Context: an optimization exercise on an open-source flow, tuned for small area, a short achievable clock period and few clock cycles. The choices shown serve that exercise and are no tape-out recipe.
No functional check of the RTL was part of any run shown here.

==> flow/design.v <==
module expr_unit(
  input clk,
  input rst,
  input start,
  input [31:0] i1,
  input [31:0] i2,
  input [31:0] i3,
  output op_ready,
  output done,
  output [31:0] result
);
localparam K  = 4;                  
localparam NC = (32 + K - 1) / K;   
localparam CW = $clog2(NC + 1);
localparam DW = 31 + K;             
reg s_idle, s_pre, s_div, done_r;
reg [CW-1:0] cnt1, cnt2;
reg [31:0] qa;         
reg [31:0] qc;         
reg [DW-1:0] b;        
reg [DW-1:0] ds1;      
reg [31:0] q1, q2;     
reg [31:0] res;
assign op_ready = s_idle;
assign done = done_r;
assign result = res;
function [31:0] carries;
  input [31:0] g_in, p_in;
  input cin;
  reg [32:0] g, p;
  integer l, i, j;
  begin
    g = {g_in, cin};
    p = {p_in, 1'b0};
    for (l = 0; l < 6; l = l + 1)
      for (i = 32; i >= 0; i = i - 1)
        if ((i >> l) & 1) begin
          j = ((i >> l) << l) - 1;
          g[i] = g[i] | (p[i] & g[j]);
          p[i] = p[i] & p[j];
        end
    carries = g[32:1];
  end
endfunction
function [32:0] add_fast;
  input [31:0] x, y;
  input cin;
  reg [31:0] c;
  begin
    c = carries(x & y, x ^ y, cin);
    add_fast = {c[31], (x ^ y) ^ {c[30:0], cin}};
  end
endfunction
function [31:0] sub_small;
  input [31:0] x, y;
  reg c;
  integer i;
  begin
    c = 1'b1;
    for (i = 0; i < 32; i = i + 1) begin
      sub_small[i] = x[i] ^ ~y[i] ^ c;
      c = (x[i] & ~y[i]) | (x[i] & c) | (~y[i] & c);
    end
  end
endfunction
function [31:0] add3;
  input [31:0] x, y, z;
  reg [31:0] s, c;
  reg [32:0] t;
  begin
    s = x ^ y ^ z;
    c = (x & y) | (x & z) | (y & z);
    t = add_fast(s, {c[30:0], 1'b0}, 1'b0);
    add3 = t[31:0];
  end
endfunction
function [5:0] width;   
  input [31:0] x;
  integer i;
  begin
    width = 6'd0;
    for (i = 0; i < 32; i = i + 1) if (x[i]) width = i + 1;
  end
endfunction
function [CW-1:0] ncyc;
  input [31:0] x, d;
  reg [6:0] n;
  begin
    n = {1'b0, width(x)} - {1'b0, width(d)} + 7'd1;
    if (n[6] || n == 7'd0) ncyc = {CW{1'b0}};
    else ncyc = (n + K - 1) / K;
  end
endfunction
function [DW-1:0] align;
  input [31:0] d;
  input [CW-1:0] c;
  reg [CW-1:0] m;
  reg [DW-1:0] v;
  integer i;
  begin
    m = c - 1'b1;
    v = {{(DW-32){1'b0}}, d} << (K - 1);
    for (i = 0; i < CW; i = i + 1) if (m[i]) v = v << (K << i);
    align = v;
  end
endfunction
function [32+DW+K-1:0] steps;   
  input [31:0] r;
  input [DW-1:0] ds;
  reg [K-1:0] qb;
  reg [32:0] df;
  reg ovf;
  integer s;
  begin
    for (s = 0; s < K; s = s + 1) begin
      ovf = |(ds >> 32);
      df = add_fast(r, ~ds[31:0], 1'b1);
      qb[K-1-s] = ~ovf & df[32];
      if (qb[K-1-s]) r = df[31:0];
      ds = ds >> 1;
    end
    steps = {r, ds, qb};
  end
endfunction
wire [31:0] bb  = b[31:0];
wire [32:0] x1w  = add_fast(qa, ~bb, 1'b1);
wire [32:0] d1w  = add_fast(bb, ~(qa & ~qc), 1'b1);
wire [31:0] x1  = x1w[31:0];
wire [31:0] d1n = d1w[31:0];
wire [31:0] e   = sub_small(qa, bb & qc);
wire z1 = (d1n == 32'd0);
wire z2 = (bb == 32'd0);
wire [CW-1:0] c1 = z1 ? {CW{1'b0}} : ncyc(x1, d1n);
wire [CW-1:0] c2 = z2 ? {CW{1'b0}} : ncyc(qc, bb);
wire go_div = (c1 != 0) | (c2 != 0) | z1 | z2;
wire act1 = cnt1 != 0;
wire act2 = cnt2 != 0;
wire last = (cnt1 <= 1) & (cnt2 <= 1);
wire [32+DW+K-1:0] st1 = steps(qa, ds1);
wire [32+DW+K-1:0] st2 = steps(qc, b);
wire [31:0] q1n = act1 ? {q1[31-K:0], st1[K-1:0]} : q1;
wire [31:0] q2n = act2 ? {q2[31-K:0], st2[K-1:0]} : q2;
always @(posedge clk or posedge rst) begin
  if (rst) begin
    s_idle <= 1'b1;
    s_pre <= 1'b0;
    s_div <= 1'b0;
    done_r <= 1'b0;
  end else begin
    s_idle <= (s_idle & ~start) | (s_pre & ~go_div) | (s_div & last);
    s_pre <= s_idle & start;
    s_div <= (s_pre & go_div) | (s_div & ~last);
    done_r <= (s_pre & ~go_div) | (s_div & last);
  end
end
always @(posedge clk) begin
  if (s_idle) qa <= i1;
  else if (s_pre) qa <= x1;
  else qa <= st1[32+DW+K-1:DW+K];
  if (s_idle | s_pre) qc <= i3;
  else qc <= st2[32+DW+K-1:DW+K];
  if (s_idle) b <= {{(DW-32){1'b0}}, i2};
  else if (s_pre) b <= align(bb, c2);
  else b <= st2[DW+K-1:K];
  if (s_pre) ds1 <= align(d1n, c1);
  else ds1 <= st1[DW+K-1:K];
  if (s_pre) begin
    q1 <= {32{z1}};
    q2 <= {32{z2}};
    cnt1 <= c1;
    cnt2 <= c2;
  end else begin
    q1 <= q1n;
    q2 <= q2n;
    if (act1) cnt1 <= cnt1 - 1'b1;
    if (act2) cnt2 <= cnt2 - 1'b1;
  end
  if (s_pre) res <= e;
  else if (s_div & last) res <= add3(res, q1n, q2n);
end
endmodule
==> flow/config.mk <==
export PLATFORM = sky130hd
export DESIGN_NAME = expr_unit
export DESIGN_NICKNAME = expr_unit
export VERILOG_FILES = /design/flow/design.v
export SDC_FILE = /design/flow/constraint.sdc
export NUM_CORES = 4
export LEC_CHECK = 0
export CAP_MARGIN = 20
export CORE_MARGIN = 2
export CORE_UTILIZATION = 40
export SLEW_MARGIN = 20
==> flow/constraint.sdc <==
create_clock -name core_clock -period 90.0 [get_ports {clk}]
set_input_delay 18.0000 -clock core_clock [delete_from_list [all_inputs] [get_ports {clk}]]
set_output_delay 18.0000 -clock core_clock [all_outputs]
set_load 0.01 [all_outputs]
==> flow/run.sh <==
#!/bin/bash
# synth_recipe.tcl (not shown) runs the flow's synth.tcl, then flattens the netlist and writes it again
# the make line also repeats each setting of config.mk as NAME=value (left out here)
make -C /OpenROAD-flow-scripts/flow DESIGN_CONFIG=/design/flow/config.mk WORK_HOME=/design/flow/orfs CLKGATE_MAP_FILE= SYNTH_SCRIPT=/design/flow/synth_recipe.tcl finish
==> summary.md, run 1 <==
| Metric | Value |
|---|---|
| Setup crit start kind | `register` |
| # IOs | `around 130` |
| Vias in the first global route | `29.2k` |
| Final net count | `4646` |
| Levels on crit path | `between 80 and 90` |
| Post-synth EDFFs | `about 40` |
| Chip height | `between 200 and 300 um` |
| Sequential cell area fraction in the yosys report | `between 10% and 20%` |
| Run status | `complete, no violations` |
| Filler cells | `between 7k and 8k` |
| Core outline area | `between 70000 and 80000 um2` |
| Nature of the critical path endpoint | `register` |
| Data arrival, critical path | `about 21000 ps` |
| Starting Density | `40.4%` |
| Maximum clock path buffer count | `3` |
| Hold Buf Count CTS | `0` |
| Clk_skew | `31.5 ps` |
| Layout cells sized above 1 | `6.31%` |
| Clock latency on the worst-skew pair | `approximately 570 ps` |
| Resized cells post-CTS | `0` |
| Post-detailed-placement half-perimeter wirelength | `~90000 um` |
| Routed wl met3 | `around 7900 um` |
| Met1 wire length | `roughly 50000 um` |
| Maximum clock frequency | `between 0.04 and 0.05 GHz` |
| I/O Buffers | `~130` |
| Die Width | `286 um` |
| Yosys warns | `1` |
| CTS tree | `built` |
| Final hold violation count | `0` |
| Hold Crit Class | `reg -> reg` |
| FF-to-FF Start | `b[1]` |
| Core Util, Final | `approximately 45%` |
| H-tree depth | `2` |
| Final setup TNS | `0 ps` |
| Syn Inst Count | `3966` |
| Async SR Flop Fraction | `between 1.5 and 2%` |
| Overflow after GRT | `0` |
| Min-delay src | `s_div` |
| Mapped Area | `31900 um2` |
| Clock transition at path regs | `~60 ps` |
| DRC viols | `0` |
| CP Launch Point | `b[1]` |
| Post-CTS Setup Bufs | `0` |
| Delay-heaviest family, CP | `compound AO/OA/AOI/OAI gates` |
| Clock sinks | `about 240` |
| Slowest cell delay on critical path | `approximately 780 ps` |
| Unrepaired setup endpoints after global routing | `false` |
| CTS Root Cell | `clkbuf_16` |
| Max cap viols | `0` |
| Placement row count | `103` |
| Max_slew headroom | `26.4%` |
| Final WL | `around 120000 um` |
| Initial DRT Pass Iterations | `7` |
| Flops & latches, synth | `~240` |
| CP required | `90280 ps` |
| Clock buffer count from CTS | `34` |
| CP most frequent cell | `a21oi_1` |
| Via count of the routed design | `30.4k` |
| Antenna violations before repair | `3` |
| Syn_nets | `about 4.6k` |
| CP Max Fanout | `32` |
| WS Path Type | `reg -> reg` |
| Die area | `around 82000 um2` |
| Routability cong. | `a little under 1` |
| Final setup viols | `0` |
| Period utilization | `23.4%` |
| Met2 wire len | `around 52000 um` |
| Final Non-Filler Cells | `5106` |
| R2r worst-path depth | `just over 80` |
| Synth Flop Type | `dfxtp_1` |
| Iteration-0 DRC Markers | `2795` |
| Critical Path End | `res[29]` |
| First-pass GRT wire length | `approximately 180000 um` |
| Final ANT Viol Nets | `0` |
| Max stage delay cell, worst path | `dfxtp_1` |
| Avg WL per Cell | `about 23 um` |
| Vias per cell | `~6.0` |
| Area delta synth->final | `10.9%` |
| Syn_area_per_cell | `approximately 8 um2` |
| Cell count after placement | `between 5k and 6k` |
| Largest net degree at the start of global routing | `roughly 110` |
| DR top layer | `met5` |
| Worst-margin pin slew | `roughly 1100 ps` |
| Min cycle time layout | `roughly 21000 ps` |
| Reg-to-reg endpoint | `res[29]` |
| Final Max Slew Viols | `0` |
| CP Buf/Inv Count | `5` |
| Reg-to-reg slack, setup | `68900 ps` |
| Total track usage | `between 20% and 30%` |
| Number of distinct library cells after synthesis | `between 100 and 150` |
==> logic make-up after synthesis <==
logic type | after synthesis | synth area share [%]
AND/OR/NAND/NOR | 1225 | 18.1
AO/OA/AOI/OAI | 1134 | 23.4
adder cells (fa/ha/maj) | 517 | 23.0
buffers and inverters | 407 | 5.11
XOR/XNOR | 247 | 6.79
flip-flops | 242 | 16.6
multiplexers | 194 | 7.04
==> synth_stat cells (9+ instances only) <==
master	instances	area share (%)
a211o_1	18	0.49
a211oi_1	42	0.99
a21boi_0	13	0.31
a21o_1	76	1.8
a21oi_1	313	4.9
a221o_1	15	0.47
a221oi_1	9	0.25
a31o_2	11	0.30
a31oi_1	41	0.81
and2_1	27	0.53
and3_1	43	0.84
buf_1	17	0.20
clkbuf_1	107	1.3
dfxtp_1	197	12
edfxtp_1	41	3.9
fa_1	115	7.2
ha_1	402	16
inv_1	263	3.1
mux2_2	82	2.9
mux2i_1	97	3.0
mux4_2	12	0.85
nand2_1	335	3.9
nand2b_1	72	1.4
nand3_1	72	1.1
nand4_1	19	0.37
nor2_1	376	4.4
nor2b_1	38	0.75
nor3_1	113	1.8
nor4_1	21	0.41
o211ai_1	29	0.68
o21a_1	58	1.4
o21ai_0	245	3.8
o21bai_1	37	0.87
o221ai_1	17	0.47
o22ai_1	23	0.45
o31a_1	15	0.41
o31ai_1	46	1.1
o41ai_1	11	0.30
or2_2	19	0.37
or3_1	44	0.86
xnor2_1	148	4.1
xor2_1	99	2.7
==> worst reg2reg max path: cells and delay by family, from the launching register on <==
family                   cells  cell delay (ps)
AND/OR/NAND/NOR             20             3870
multiplexers                 1               90
XOR/XNOR                     1              160
flip-flops                   1              780
adder cells (fa/ha/maj)     11             3160
buffers and inverters        5             1130
AO/OA/AOI/OAI               43            11580
==> cell usage in the layout (no fill, tap or decap), types with 43 or more instances in the layout <==
cell type / count
and3_1: 43
mux2i_1: 97
nand2b_1: 72
o21ai_0: 245
or3_1: 44
a21o_1: 76
xor2_1: 99
o31ai_1: 46
clkdlybuf4s50_1: 132
ha_1: 402
dfxtp_1: 197
o21a_1: 58
mux2_2: 82
inv_1: 263
nor3_1: 111
nor2_1: 372
fa_1: 114
a21oi_1: 312
nand3_1: 71
nand2_1: 334
xnor2_1: 147
==> per-stage QoR <==
| step | worst slack, ps | hold WS, ps | cell area (um2) |
|---|---|---|---|
| CTS | 69270 | 490 | 35300 |
| floorplan | 71420 | 432 | 31900 |
| detailed placement | 69390 | 472 | 34200 |
| finish | 68900 | 507 | 35300 |
| global placement | 69590 | 462 | 34200 |
| global route | 67440 | 534 | 35300 |
==> area by class of cell <==
| cell class | count | area, um2 | share of cell area [%] |
|---|---|---|---|
| antenna | 1 | 2.50 | 0.00708 |
| clock buffer | 47 | 971 | 2.75 |
| clock inverter | 14 | 131 | 0.372 |
| inverter | 266 | 998 | 2.83 |
| multi-input combinational | 3317 | 25000 | 70.8 |
| sequential | 242 | 5280 | 15.0 |
| tap | 1050 | 1310 | 3.72 |
| timing repair buffer | 169 | 1610 | 4.56 |
==> how the worst min path moves through the flow <==
stage | to | slack, ps | depth (start not counted)
after floorplan | ds1[23] | 430 | 2
after global placement | s_div | 460 | 2
after detailed placement | s_div | 470 | 2
after CTS | s_div | 490 | 2
after global routing | ds1[10] | 530 | 1
final | s_div | 510 | 2
==> layer usage <==
metal | global-route usage, % | vias to the layer above
met5 | 0 | -
met4 | 11.6 | 2
met3 | 3.65 | 285
met2 | 45.3 | 1188
met1 | 36.7 | 14400
li1 | - | 14500
==> registers in the layout, summed over array words and instances (netlist names), named ones only <==
signal and flops:
done_r 1, qa 32, qc 32, q2 31
q1 32, cnt2 4, s_div 1, ds1 35
b 35, res 32, s_pre 1, cnt1 4
s_idle 1
==> run 2: changes to the inputs <==
--- a/flow/design.v
+++ b/flow/design.v
@@ -11,3 +11,3 @@
 );
-localparam K  = 4;                  
+localparam K  = 3;                  
 localparam NC = (32 + K - 1) / K;   
@@ -21,3 +21,3 @@
 reg [DW-1:0] ds1;      
-reg [31:0] q1, q2;     
+reg z1r, z2r;          
 reg [31:0] res;
@@ -106,3 +106,3 @@
 endfunction
-function [32+DW+K-1:0] steps;   
+function [32+32+DW+K-1:0] steps;   
   input [31:0] r;
@@ -111,2 +111,3 @@
   reg [32:0] df;
+  reg [31:0] df0;
   reg ovf;
@@ -117,2 +118,3 @@
       df = add_fast(r, ~ds[31:0], 1'b1);
+      if (s == 0) df0 = df[31:0];
       qb[K-1-s] = ~ovf & df[32];
@@ -121,3 +123,3 @@
     end
-    steps = {r, ds, qb};
+    steps = {df0, r, ds, qb};
   end
@@ -125,5 +127,4 @@
 wire [31:0] bb  = b[31:0];
-wire [32:0] x1w  = add_fast(qa, ~bb, 1'b1);
 wire [32:0] d1w  = add_fast(bb, ~(qa & ~qc), 1'b1);
-wire [31:0] x1  = x1w[31:0];
+wire [31:0] x1;         
 wire [31:0] d1n = d1w[31:0];
@@ -137,7 +138,18 @@
 wire act2 = cnt2 != 0;
-wire last = (cnt1 <= 1) & (cnt2 <= 1);
-wire [32+DW+K-1:0] st1 = steps(qa, ds1);
-wire [32+DW+K-1:0] st2 = steps(qc, b);
-wire [31:0] q1n = act1 ? {q1[31-K:0], st1[K-1:0]} : q1;
-wire [31:0] q2n = act2 ? {q2[31-K:0], st2[K-1:0]} : q2;
+wire last = s_div & (cnt1 <= 1) & (cnt2 <= 1);
+wire [32+32+DW+K-1:0] st1 = steps(qa, ds1);
+assign x1 = st1[32+32+DW+K-1:32+DW+K];
+wire [32+32+DW+K-1:0] st2 = steps(qc, b);
+function [31:0] place;
+  input [CW-1:0] cnt;
+  input [K-1:0] qb;
+  input neg;
+  integer j;
+  begin
+    for (j = 0; j < 32; j = j + 1)
+      place[j] = ((cnt == j / K + 1) & qb[j % K]) | neg;
+  end
+endfunction
+wire [31:0] p1 = place(cnt1, st1[K-1:0], z1r & last);
+wire [31:0] p2 = place(cnt2, st2[K-1:0], z2r & last);
 always @(posedge clk or posedge rst) begin
@@ -149,6 +161,6 @@
   end else begin
-    s_idle <= (s_idle & ~start) | (s_pre & ~go_div) | (s_div & last);
+    s_idle <= (s_idle & ~start) | (s_pre & ~go_div) | last;
     s_pre <= s_idle & start;
     s_div <= (s_pre & go_div) | (s_div & ~last);
-    done_r <= (s_pre & ~go_div) | (s_div & last);
+    done_r <= (s_pre & ~go_div) | last;
   end
@@ -164,12 +176,11 @@
   else b <= st2[DW+K-1:K];
-  if (s_pre) ds1 <= align(d1n, c1);
+  if (s_idle) ds1 <= {{(DW-32){1'b0}}, i2};
+  else if (s_pre) ds1 <= align(d1n, c1);
   else ds1 <= st1[DW+K-1:K];
   if (s_pre) begin
-    q1 <= {32{z1}};
-    q2 <= {32{z2}};
     cnt1 <= c1;
     cnt2 <= c2;
+    z1r <= z1;
+    z2r <= z2;
   end else begin
-    q1 <= q1n;
-    q2 <= q2n;
     if (act1) cnt1 <= cnt1 - 1'b1;
@@ -178,3 +189,3 @@
   if (s_pre) res <= e;
-  else if (s_div & last) res <= add3(res, q1n, q2n);
+  else res <= add3(res, p1, p2);
 end
--- a/flow/config.mk
+++ b/flow/config.mk
@@ -7,2 +7,3 @@
 export LEC_CHECK = 0
+export ABC_AREA = 1
 export CAP_MARGIN = 20
==> run 2 against run 1 <==
  * Critical path type is now reg -> out
  * Via count shrank 13%
  * Highest routed layer is now met4
  * Worst hold slack lost 27 ps
  * Clock-buffer cell count shrank 26
  * Register-to-register slack gained 2300 ps
  * First-iteration DRC count shrank 22%
  * Non-clock buffer count shrank 11
  * Maximum frequency grew 4.4%
==> summary.md, run 2 <==
| Metric | Value |
|---|---|
| Run status | `complete, no violations` |
| Final setup TNS | `0 ps (unchanged)` |
| Total track usage | `27.2% (-0.47 points)` |
| Resized cells post-CTS | `0 (unchanged)` |
| Nature of the critical path endpoint | `primary output` |
| Slowest cell delay on critical path | `660 ps (-120 ps)` |
| Layout cells sized above 1 | `3.63% (-2.7 points)` |
| Post-detailed-placement half-perimeter wirelength | `72900 um (-21%)` |
| Post-CTS Setup Bufs | `0 (unchanged)` |
| Setup crit start kind | `register` |
| Max_slew headroom | `34.6% (+8.2 points)` |
| Antenna violations before repair | `2 (-1)` |
| Vias in the first global route | `24.7k (-15%)` |
| Cell taking the most area after synthesis | `nand2_1` |
| CP Buf/Inv Count | `2 (-3)` |
| Synth top area share | `16.9% (+1.2 points)` |
| Most common cell in the synthesized netlist | `nand2_1` |
| Syn Inst Count | `4012 (+1.2%)` |
| Hold Crit Class | `reg -> reg` |
| First-pass GRT wire length | `141000 um (-20%)` |
| Core Util, Final | `44.8% (about the same)` |
| Final Max Slew Viols | `0 (unchanged)` |
| Overflow after GRT | `0 (unchanged)` |
| Commonest non-fill, non-tap cell in the layout | `nand2_1` |
| Final WL | `90200 um (-22%)` |
| FF-to-FF Start | `b[2]` |
| Yosys warns | `1 (unchanged)` |
| Routability cong. | `0.960 (-2.8%)` |
| Core outline area | `63200 um2 (-20%)` |
| CP Max Fanout | `67 (+110%)` |
| Final hold violation count | `0 (unchanged)` |
| Commonest non-fill, non-tap cells in the layout | `1156 x nand2_1, 510 x inv_1, 358 x nand3_1` |
| Final ANT Viol Nets | `0 (unchanged)` |
| Area delta synth->final | `10.4%` |
| Vias per cell | `5.37 (-9.9%)` |
| Starting Density | `40.5% (+0.16 points)` |
| Iteration-0 DRC Markers | `2192 (-22%)` |
| Max stage delay cell, worst path | `clkdlybuf4s50_1` |
| Hold Buf Count CTS | `0 (unchanged)` |
| Mapped Area | `25600 um2 (-20%)` |
| Die Width | `257 um (-10%)` |
| Maximum clock path buffer count | `2 (-1)` |
| H-tree depth | `4 (+2)` |
| Avg WL per Cell | `18.3 um (-19%)` |
| Synth Flop Type | `dfxtp_1` |
| Clock buffer count from CTS | `17 (-50%)` |
| Placement row count | `92 (-11%)` |
| FF/Latch Area | `3680 um2 (-30%)` |
| CP required | `72000 ps (-18280 ps)` |
| Number of distinct library cells after synthesis | `66 (-36%)` |
| Worst-margin pin slew | `980 ps (-112 ps)` |
| Final Non-Filler Cells | `4928 (-3.5%)` |
| Async SR Flop Fraction | `2.25% (+0.59 points)` |
| I/O Buffers | `132 (unchanged)` |
| Filler cells | `6804 (-15%)` |
| Via count of the routed design | `26.5k (-13%)` |
| Data arrival, critical path | `2210 ps (-19170 ps)` |
| Clock transition at path regs | `80 ps (+20 ps)` |
| Cell count after placement | `4892 (-3.0%)` |
| Clock sinks | `178 (-26%)` |
| Die area | `66100 um2 (-19%)` |
| Critical path, cell by cell | `buf_4, clkdlybuf4s50_1` |
| WS Path Type | `reg -> out` |
| Sequential cell area fraction in the yosys report | `14.4% (-2.2 points)` |
| CTS tree | `built` |
| Clk_skew | `17.3 ps (-14.2 ps)` |
| Period utilization | `22.5% (-0.99 points)` |
| Syn_nets | `4539 (-0.94%)` |
| CP Launch Point | `s_idle` |
| Largest net degree at the start of global routing | `72 (-35%)` |
| DRC viols | `0 (unchanged)` |
| Chip height | `257 um (-10%)` |
| Clock latency on the worst-skew pair | `520 ps (-50 ps)` |
| Min cycle time layout | `20210 ps (-890 ps)` |
| Final net count | `4592 (-1.2%)` |
| Post-synth EDFFs | `10 (-76%)` |
| # IOs | `133 (unchanged)` |
| Final setup viols | `0 (unchanged)` |
| Unrepaired setup endpoints after global routing | `false` |
| Min-delay src | `ds1[33]` |
| Hold slack | `480 ps (-27.1 ps)` |
| CTS Root Cell | `clkbuf_16` |
| Most instantiated cells after synthesis | `1157 x nand2_1, 510 x inv_1, 359 x nand3_1, 327 x ha_1, 307 x o21ai_0` |
| Delay-heaviest family, CP | `buffers and inverters` |
| Initial DRT Pass Iterations | `6 (-1)` |
| Max cap viols | `0 (unchanged)` |
| Multi-input gate area | `19500 um2 (-22%)` |
| Flops & latches, synth | `178 (-26%)` |
| Biggest regs | `b: 34 flops, ds1: 34 flops` |
| Maximum clock frequency | `0.0495 GHz (+4.4%)` |
| Syn_area_per_cell | `6.39 um2 (-20%)` |
| Largest cells by area after synthesis | `nand2_1 17%, ha_1 16%, dfxtp_1 13%` |
run 2: cell types whose count changed after synthesis, moves of 62 or more:
| cell | previous run | this run |
|---|---|---|
| mux2_2 | 82 | 0 |
| xnor2_1 | 148 | 50 |
| o21ai_0 | 245 | 307 |
| a21oi_1 | 313 | 223 |
| ha_1 | 402 | 327 |
| nand3_1 | 72 | 359 |
| mux2i_1 | 97 | 4 |
| inv_1 | 263 | 510 |
| nand2b_1 | 72 | 0 |
| nor2_1 | 376 | 207 |
| nand2_1 | 335 | 1157 |
| nor3_1 | 113 | 27 |
run 2: per-stage QoR:
step / cell area, um2 / worst slack, ps
2_1_floorplan: 25600 / 71460
3_3_place_gp: 27700 / 70290
3_5_place_dp: 27700 / 70290
4_1_cts: 28300 / 69730
5_1_grt: 28300 / 68950
6_report: 28300 / 69790
run 2: path summary, 6_finish.rpt:
path | to | slack (ps) | depth (start not counted)
setup / recovery | op_ready | 69790 | 2
hold / removal | ds1[30] | 480 | 2
setup reg to reg | res[24] | 71230 | 128
hold reg to reg | ds1[30] | 480 | 2
max in group asynchronous | s_idle | 71980 | 2
min in group asynchronous | s_pre | 17790 | 2
run 2: worst reg2reg max path, delay by kind of cell, from the launching register on:
kind                       cells  cell delay (ps)
AOI/OAI and AO/OA             23             4720
adders and majority gates      8             2960
DFF                            1              660
buffers and inverters         11             2870
and+or+nand+nor               86             7430
run 2: cell families (layout without fill, tap and decap cells):
family	Yosys count	count (layout)	synth area share, %
xor gates and xnor gates	118	118	4.09
buffers and inverters	645	711	9.70
AOI/OAI and AO/OA	759	759	16.8
muxes	4	4	0.156
DFF	178	178	14.4
other	0	4	0
and+or+nand+nor	1880	1880	31.0
adders and majority gates	428	428	23.9
run 2: final cells by class:
type	count	share of cell area (%)
well taps	846	3.74
clock buffers	21	1.66
repair buffers	158	5.36
inverters	521	6.91
diodes	4	0.0354
flip-flops and latches	178	13.0
clock inverters	11	0.349
multi-input cells	3189	68.9
run 2: layer usage:
metal	up-vias	global-route usage, %	part of all wire (%)	routed length, um
li1	13400	-	-	-
met1	12200	36.9	46	41100
met2	750	44.0	45	40600
met3	110	3.85	5.9	5360
met4	0	9.66	3.5	3190
met5	-	0	0	0
==> run 3: changes to the inputs <==
--- a/flow/design.v
+++ b/flow/design.v
@@ -11,3 +11,3 @@
 );
-localparam K  = 3;                  
+localparam K  = 4;                  
 localparam NC = (32 + K - 1) / K;   
==> run 3 against run 2 <==
  * Still clean on timing, DRC and antenna
  * Die area grew 8.9%
  * Final cell count up 7.9%
  * Critical path depth is 116 higher
  * Via count is 8.6% higher
  * Critical endpoint is now res[26]
  * Highest routed layer unchanged
==> summary.md, run 3 <==
| Metric | Value |
|---|---|
| Post-CTS Setup Bufs | `0 (unchanged)` |
| First-pass GRT wire length | `153000 um (+9.0%)` |
| Biggest regs | `b: 35 flops, ds1: 35 flops` |
| CP Max Fanout | `59 (-12%)` |
| Worst-margin pin slew | `1070 ps (+87.4 ps)` |
| Final Non-Filler Cells | `5318 (+7.9%)` |
| Async SR Flop Fraction | `2.22% (-0.025 points)` |
| Yosys warns | `1 (unchanged)` |
| Reg-to-reg endpoint | `res[26]` |
| Clk_skew | `17.6 ps (+0.353 ps)` |
| Final Max Slew Viols | `0 (unchanged)` |
| Most common cell in the synthesized netlist | `nand2_1` |
| Largest net degree at the start of global routing | `83 (+15%)` |
| Hold Crit Class | `reg -> reg` |
| Cell taking the most area after synthesis | `ha_1` |
| Layout cells sized above 1 | `3.19% (-0.44 points)` |
| Maximum clock path buffer count | `2 (unchanged)` |
| Antenna violations before repair | `1 (-1)` |
| Hold slack | `474 ps (-5.17 ps)` |
| Max_slew headroom | `28.7% (-5.8 points)` |
| Total track usage | `27.6% (+0.34 points)` |
| Largest cells by area after synthesis | `ha_1 17%, nand2_1 16%, dfxtp_1 12%` |
| Post-synth EDFFs | `10 (unchanged)` |
| Data arrival, critical path | `20850 ps (+18640 ps)` |
| Commonest non-fill, non-tap cell in the layout | `nand2_1` |
| Clock latency on the worst-skew pair | `520 ps (about the same)` |
| Delay-heaviest family, CP | `compound AO/OA/AOI/OAI gates` |
| Flops & latches, synth | `180 (+1.1%)` |
| Period utilization | `22.8% (+0.30 points)` |
| Final WL | `98200 um (+8.8%)` |
| Cell count after placement | `5285 (+8.0%)` |
| Chip height | `268 um (+4.4%)` |
| Max cap viols | `0 (unchanged)` |
| Routability cong. | `0.984 (+2.5%)` |
| CP most frequent cell | `nand2_1` |
| WS Path Type | `reg -> reg` |
| Synth top area share | `16.9% (-0.072 points)` |
| Via count of the routed design | `28.7k (+8.6%)` |
| Overflow after GRT | `0 (unchanged)` |
| Hold Path Stages | `2 (unchanged)` |
| CTS tree | `built` |
| Final setup TNS | `0 ps (unchanged)` |
| DRC viols | `0 (unchanged)` |
| H-tree depth | `4 (unchanged)` |
| Area delta synth->final | `9.82%` |
| I/O Buffers | `132 (unchanged)` |
| CP Buf/Inv Count | `13 (+11)` |
| CTS Root Cell | `clkbuf_16` |
| Most instantiated cells after synthesis | `1156 x nand2_1, 520 x inv_1, 408 x o21ai_0, 377 x ha_1, 318 x nor2_1` |
| Slowest cell delay on critical path | `600 ps (-60 ps)` |
| Number of distinct library cells after synthesis | `65 (-1.5%)` |
| Final ANT Viol Nets | `0 (unchanged)` |
| Commonest non-fill, non-tap cells in the layout | `1155 x nand2_1, 519 x inv_1, 408 x o21ai_0` |
| FF-to-FF Start | `b[2]` |
| Hold Buf Count CTS | `0 (unchanged)` |
| Unrepaired setup endpoints after global routing | `false` |
| Final setup viols | `0 (unchanged)` |
| Clock buffer count from CTS | `17 (unchanged)` |
| Final hold violation count | `0 (unchanged)` |
| Nature of the critical path endpoint | `register` |
| Die area | `72000 um2 (+8.9%)` |
| Clock transition at path regs | `70 ps (about the same)` |
| Syn Inst Count | `4329 (+7.9%)` |
| Syn_area_per_cell | `6.46 um2 (+1.1%)` |
| Min cycle time layout | `20480 ps (+274 ps)` |
| Setup crit start kind | `register` |
| # IOs | `133 (unchanged)` |
| R2r worst-path depth | `118 (-7.8%)` |
| CP required | `90370 ps (+18370 ps)` |
| Core outline area | `68800 um2 (+8.9%)` |
| Run status | `complete, no violations` |
| Die Width | `268 um (+4.4%)` |
| Hold EP | `ds1[15]` |
| Filler cells | `7282 (+7.0%)` |
| Vias in the first global route | `27.2k (+9.9%)` |
| Placement row count | `96 (+4.3%)` |
| Resized cells post-CTS | `0 (unchanged)` |
| Starting Density | `40.6% (+0.063 points)` |
| Maximum clock frequency | `0.0488 GHz (-1.3%)` |
| Post-detailed-placement half-perimeter wirelength | `80200 um (+10%)` |
| Synth Flop Type | `dfxtp_1` |
| Reg-to-reg slack, setup | `69520 ps (-1710 ps)` |
| Mapped Area | `27900 um2 (+9.1%)` |
| Max stage delay cell, worst path | `dfxtp_1` |
| Vias per cell | `5.40 (+0.61%)` |
| Final net count | `4960 (+8.0%)` |
| Syn_nets | `4916 (+8.3%)` |
| Avg WL per Cell | `18.5 um (+0.83%)` |
| Iteration-0 DRC Markers | `2469 (+13%)` |
| Initial DRT Pass Iterations | `5 (-1)` |
| Sequential cell area fraction in the yosys report | `13.3% (-1.1 points)` |
| Clock sinks | `180 (+1.1%)` |
| Min-delay src | `ds1[19]` |
-- run 3: cell type report --
class / count / area, um2 / share of cell area [%]
Antenna cell: 1 / 2.50 / 0.00815
Tap cell: 931 / 1160 / 3.80
Clock buffer: 22 / 454 / 1.48
Clock inverter: 10 / 156 / 0.510
Timing Repair Buffer: 161 / 1540 / 5.01
Sequential cell: 180 / 3720 / 12.1
Inverter: 529 / 1990 / 6.48
Multi-Input combinational cell: 3484 / 21700 / 70.6
-- run 3: worst reg2reg max path: cells and delay by family, from the launching register on --
kind	cells	cell delay (ps)
AO/OA/AOI/OAI	34	7470
adder cells (fa/ha/maj)	10	3640
AND/OR/NAND/NOR	61	5820
flip-flops	1	600
buffers and inverters	13	2840
-- run 3: logic make-up after synthesis --
family / Yosys count / share of synthesized area, %
AO/OA/AOI/OAI: 868 / 17.7
XOR/XNOR: 155 / 4.86
adder cells (fa/ha/maj): 488 / 24.8
buffers and inverters: 665 / 9.23
flip-flops: 180 / 13.3
multiplexers: 8 / 0.287
AND/OR/NAND/NOR: 1965 / 29.8
-- run 3: per-stage QoR --
step | instance area, um2 | worst slack (ps) | utilization [%]
after CTS | 30700 | 69450 | 44.6
after global routing | 30700 | 67010 | 44.6
after floorplan | 27900 | 71460 | -
final | 30700 | 69520 | 44.6
after global placement | 30100 | 69760 | 43.7
after detailed placement | 30100 | 69530 | 43.7
-- run 3: layer usage --
| layer | wire (um) | vias to the layer above | track usage (%) |
|---|---|---|---|
| li1 | - | 14400 | - |
| met5 | 0 | - | 0 |
| met3 | 5640 | 123 | 3.11 |
| met4 | 4250 | 0 | 11.6 |
| met1 | 45700 | 13300 | 38.2 |
| met2 | 42600 | 879 | 43.3 |
-- run 3: worst max path at each step --
stage           start        to  slack (ps)  depth (start not counted)
2_1_floorplan  s_idle  op_ready       71460                          0
3_3_place_gp     b[2]   res[26]       69760                        118
3_5_place_dp     b[2]   res[26]       69530                        118
4_1_cts          b[2]   res[26]       69450                        118
5_1_grt          b[2]   res[26]       67010                        123
6_report         b[2]   res[26]       69520                        118
==> run 4: changes to the inputs <==
--- a/flow/config.mk
+++ b/flow/config.mk
@@ -10,3 +10,4 @@
 export CORE_MARGIN = 2
-export CORE_UTILIZATION = 40
+export CORE_UTILIZATION = 65
+export PLACE_DENSITY = 0.8
 export SLEW_MARGIN = 20
==> run 4 against run 3 <==
  * Worst hold slack better by 13 ps
  * Clock-buffer cell count down 2
  * Setup slack lost 170 ps
  * Area after synthesis unchanged
  * Wire length fell by 2.0%
  * Non-clock buffer count rose by 1
  * Utilization rose by 27 points
  * Clock skew is essentially flat
  * Critical path depth fell by 7
  * First-iteration DRC count up 23%
  * Critical endpoint is now res[31]
==> summary.md, run 4 <==
| Metric | Value |
|---|---|
| Run status | `complete, no violations` |
| Synth top area share | `16.9% (unchanged)` |
| Initial DRT Pass Iterations | `7 (+2)` |
| H-tree depth | `4 (unchanged)` |
| Iteration-0 DRC Markers | `3025 (+23%)` |
| Clock latency on the worst-skew pair | `520 ps (about the same)` |
| Nature of the critical path endpoint | `register` |
| CTS tree | `built` |
| Maximum clock frequency | `0.0484 GHz (-0.83%)` |
| Cell taking the most area after synthesis | `ha_1` |
| Setup crit start kind | `register` |
| Syn_area_per_cell | `6.46 um2 (unchanged)` |
| Final ANT Viol Nets | `0 (unchanged)` |
| Clock transition at path regs | `80 ps (about the same)` |
| Synth Flop Type | `dfxtp_1` |
| Cell area after layout | `30200 um2 (-1.7%)` |
| Vias per cell | `6.07 (+12%)` |
| Max cap viols | `0 (unchanged)` |
| Min-delay src | `ds1[17]` |
| Worst-margin pin slew | `1030 ps (-36.0 ps)` |
| Max stage delay cell, worst path | `dfxtp_1` |
| Largest cells by area after synthesis | `ha_1 17%, nand2_1 16%, dfxtp_1 12%` |
| Hold Path Stages | `2 (unchanged)` |
| DRC viols | `0 (unchanged)` |
| Commonest non-fill, non-tap cells in the layout | `1154 x nand2_1, 519 x inv_1, 408 x o21ai_0` |
| Most instantiated cells after synthesis | `1156 x nand2_1, 520 x inv_1, 408 x o21ai_0, 377 x ha_1, 318 x nor2_1` |
| Reg-to-reg slack, setup | `69350 ps (-170 ps)` |
| Final hold violation count | `0 (unchanged)` |
| Total track usage | `43.7% (+16 points)` |
| Avg WL per Cell | `19.5 um (+5.7%)` |
| CP Max Fanout | `44 (-25%)` |
| Filler cells | `3898 (-46%)` |
| CTS Root Cell | `clkbuf_16` |
| Max_slew headroom | `31.2% (+2.5 points)` |
| Final net count | `4961 (+0.020%)` |
| Number of distinct library cells after synthesis | `65 (unchanged)` |
| Chip height | `211 um (-21%)` |
| Via count of the routed design | `29.9k (+4.1%)` |
| Largest net degree at the start of global routing | `75 (-9.6%)` |
| Syn Inst Count | `4329 (unchanged)` |
| Vias in the first global route | `27.4k (+0.82%)` |
| Syn_nets | `4916 (unchanged)` |
| Sequential cell area fraction in the yosys report | `13.3% (unchanged)` |
| Post-synth EDFFs | `10 (unchanged)` |
| Resized cells post-CTS | `0 (unchanged)` |
| Area delta synth->final | `8.01%` |
| Placement row count | `75 (-22%)` |
| Post-detailed-placement half-perimeter wirelength | `77300 um (-3.6%)` |
| Final Max Slew Viols | `0 (unchanged)` |
| Overflow after GRT | `0 (unchanged)` |
| Mapped Area | `27900 um2 (unchanged)` |
| CP Buf/Inv Count | `13 (unchanged)` |
| Clock sinks | `180 (unchanged)` |
| Layout cells sized above 1 | `3.28% (+0.090 points)` |
| Yosys warns | `1 (unchanged)` |
| Reg-to-reg endpoint | `res[31]` |
| Clock buffer count from CTS | `17 (unchanged)` |
| Final setup viols | `0 (unchanged)` |
| Slowest cell delay on critical path | `650 ps (+50 ps)` |
| Delay-heaviest family, CP | `compound AO/OA/AOI/OAI gates` |
| Unrepaired setup endpoints after global routing | `false` |
| Starting Density | `66.2% (+26 points)` |
| Hold Crit Class | `reg -> reg` |
| Hold Buf Count CTS | `0 (unchanged)` |
| CP most frequent cell | `nand2_1` |
| Biggest regs | `b: 35 flops, ds1: 35 flops` |
| Routability cong. | `1.02 (+4.1%)` |
| WS Path Type | `reg -> reg` |
| First-pass GRT wire length | `150000 um (-2.1%)` |
| R2r worst-path depth | `111 (-5.9%)` |
| Clk_skew | `17.6 ps (-0.0358 ps)` |
| I/O Buffers | `132 (unchanged)` |
| Maximum clock path buffer count | `2 (unchanged)` |
| Data arrival, critical path | `21040 ps (+190 ps)` |
| Core outline area | `42200 um2 (-39%)` |
| Final setup TNS | `0 ps (unchanged)` |
| Async SR Flop Fraction | `2.22% (unchanged)` |
| Antenna violations before repair | `4 (+3)` |
| Placed Area | `29600 um2 (-1.6%)` |
| Period utilization | `22.9% (+0.19 points)` |
| Commonest non-fill, non-tap cell in the layout | `nand2_1` |
| Final WL | `96200 um (-2.0%)` |
| Post-CTS Setup Bufs | `0 (unchanged)` |
| # IOs | `133 (unchanged)` |
| FF-to-FF Start | `b[3]` |
| Hold EP | `ds1[13]` |
| Levels on crit path | `111 (-5.9%)` |
| CP required | `90390 ps (+20 ps)` |
| Flops & latches, synth | `180 (unchanged)` |
| Die Width | `211 um (-21%)` |
| Die area | `44700 um2 (-38%)` |
| Min cycle time layout | `20650 ps (+171 ps)` |
| Most common cell in the synthesized netlist | `nand2_1` |
-- run 4: cell count changes in the layout (fill, tap and decap cells not counted), moves of 2 or more --
cell       delta
clkinv_4      +2
bufinv_16     -2
clkinv_1      -2
inv_6         +3
-- run 4: metal layers --
layer,share of wire [%],vias to the layer above,global-route usage [%]
li1,-,14400,-
met2,42,1562,66.4
met5,0.017,-,0
met4,6.6,2,25.7
met3,11,342,10.8
met1,40,13500,56.4
-- run 4: cell type report --
cell class	instances	area, um2	area share [%]
multi-input combinational	3484	21700	71.8
sequential	180	3720	12.3
inverter	529	1990	6.59
timing repair buffer	162	1550	5.14
tap	539	674	2.23
clock buffer	20	437	1.45
clock inverter	12	144	0.477
antenna	2	5.00	0.0166
-- run 4: per-stage QoR --
step                util, %  hold slack, ps  setup WS (ps)  cells
global route           71.5             520          67260   4926
finish                 71.5             488          69350   4928
floorplan                 -             436          71460   4329
global placement       70.1             468          70470   4893
CTS                    71.5             493          69900   4926
detailed placement     70.1             474          69980   4894
-- run 4: worst reg2reg max path: cells and delay by family, from the launching register on --
family	cells	cell delay [ps]
AO/OA/AOI/OAI	37	8000
adder cells (fa/ha/maj)	10	3320
buffers and inverters	13	3600
flip-flops	1	650
AND/OR/NAND/NOR	51	4950
-- run 4: how the worst max path moves through the flow --
stage / startpoint / end
after floorplan: s_idle / op_ready
after global placement: b[2] / res[31]
after detailed placement: b[2] / res[31]
after CTS: b[2] / res[31]
after global routing: b[3] / res[26]
final: b[3] / res[31]
-- run 4: cell families after synthesis --
family                   after synthesis  share of synthesized area (%)
AO/OA/AOI/OAI                        868                           17.7
AND/OR/NAND/NOR                     1965                           29.8
multiplexers                           8                          0.287
XOR/XNOR                             155                           4.86
buffers and inverters                665                           9.23
flip-flops                           180                           13.3
adder cells (fa/ha/maj)              488                           24.8

re-timing with driven ports:
The results above use ideal ports. As a check the final layouts listed here were re-extracted and re-timed, cells and wires unchanged. Step 1 assumes that a clkbuf_16 drives the clock port and a buf_2 every other input. Step 2 also shifts input and output timing later by t, the mid clock arrival at the registers, as if the neighbouring blocks saw the same clock. Three values: ideal, step 1, step 2; two values: the first two.
run | t, ns | setup WS [ns] | clock arrival spread, ns
run 1 | 0.629 | 68.902 / 68.902 / 68.902 | 0.032 / 0.032
run 2 | 0.571 | 69.792 / 69.732 / 70.302 | 0.017 / 0.017
run 3 | 0.570 | 69.518 / 69.518 / 69.518 | 0.017 / 0.017
run 4 | 0.569 | 69.347 / 69.347 / 69.347 | 0.018 / 0.018
After both steps setup and hold are still met in every run listed.
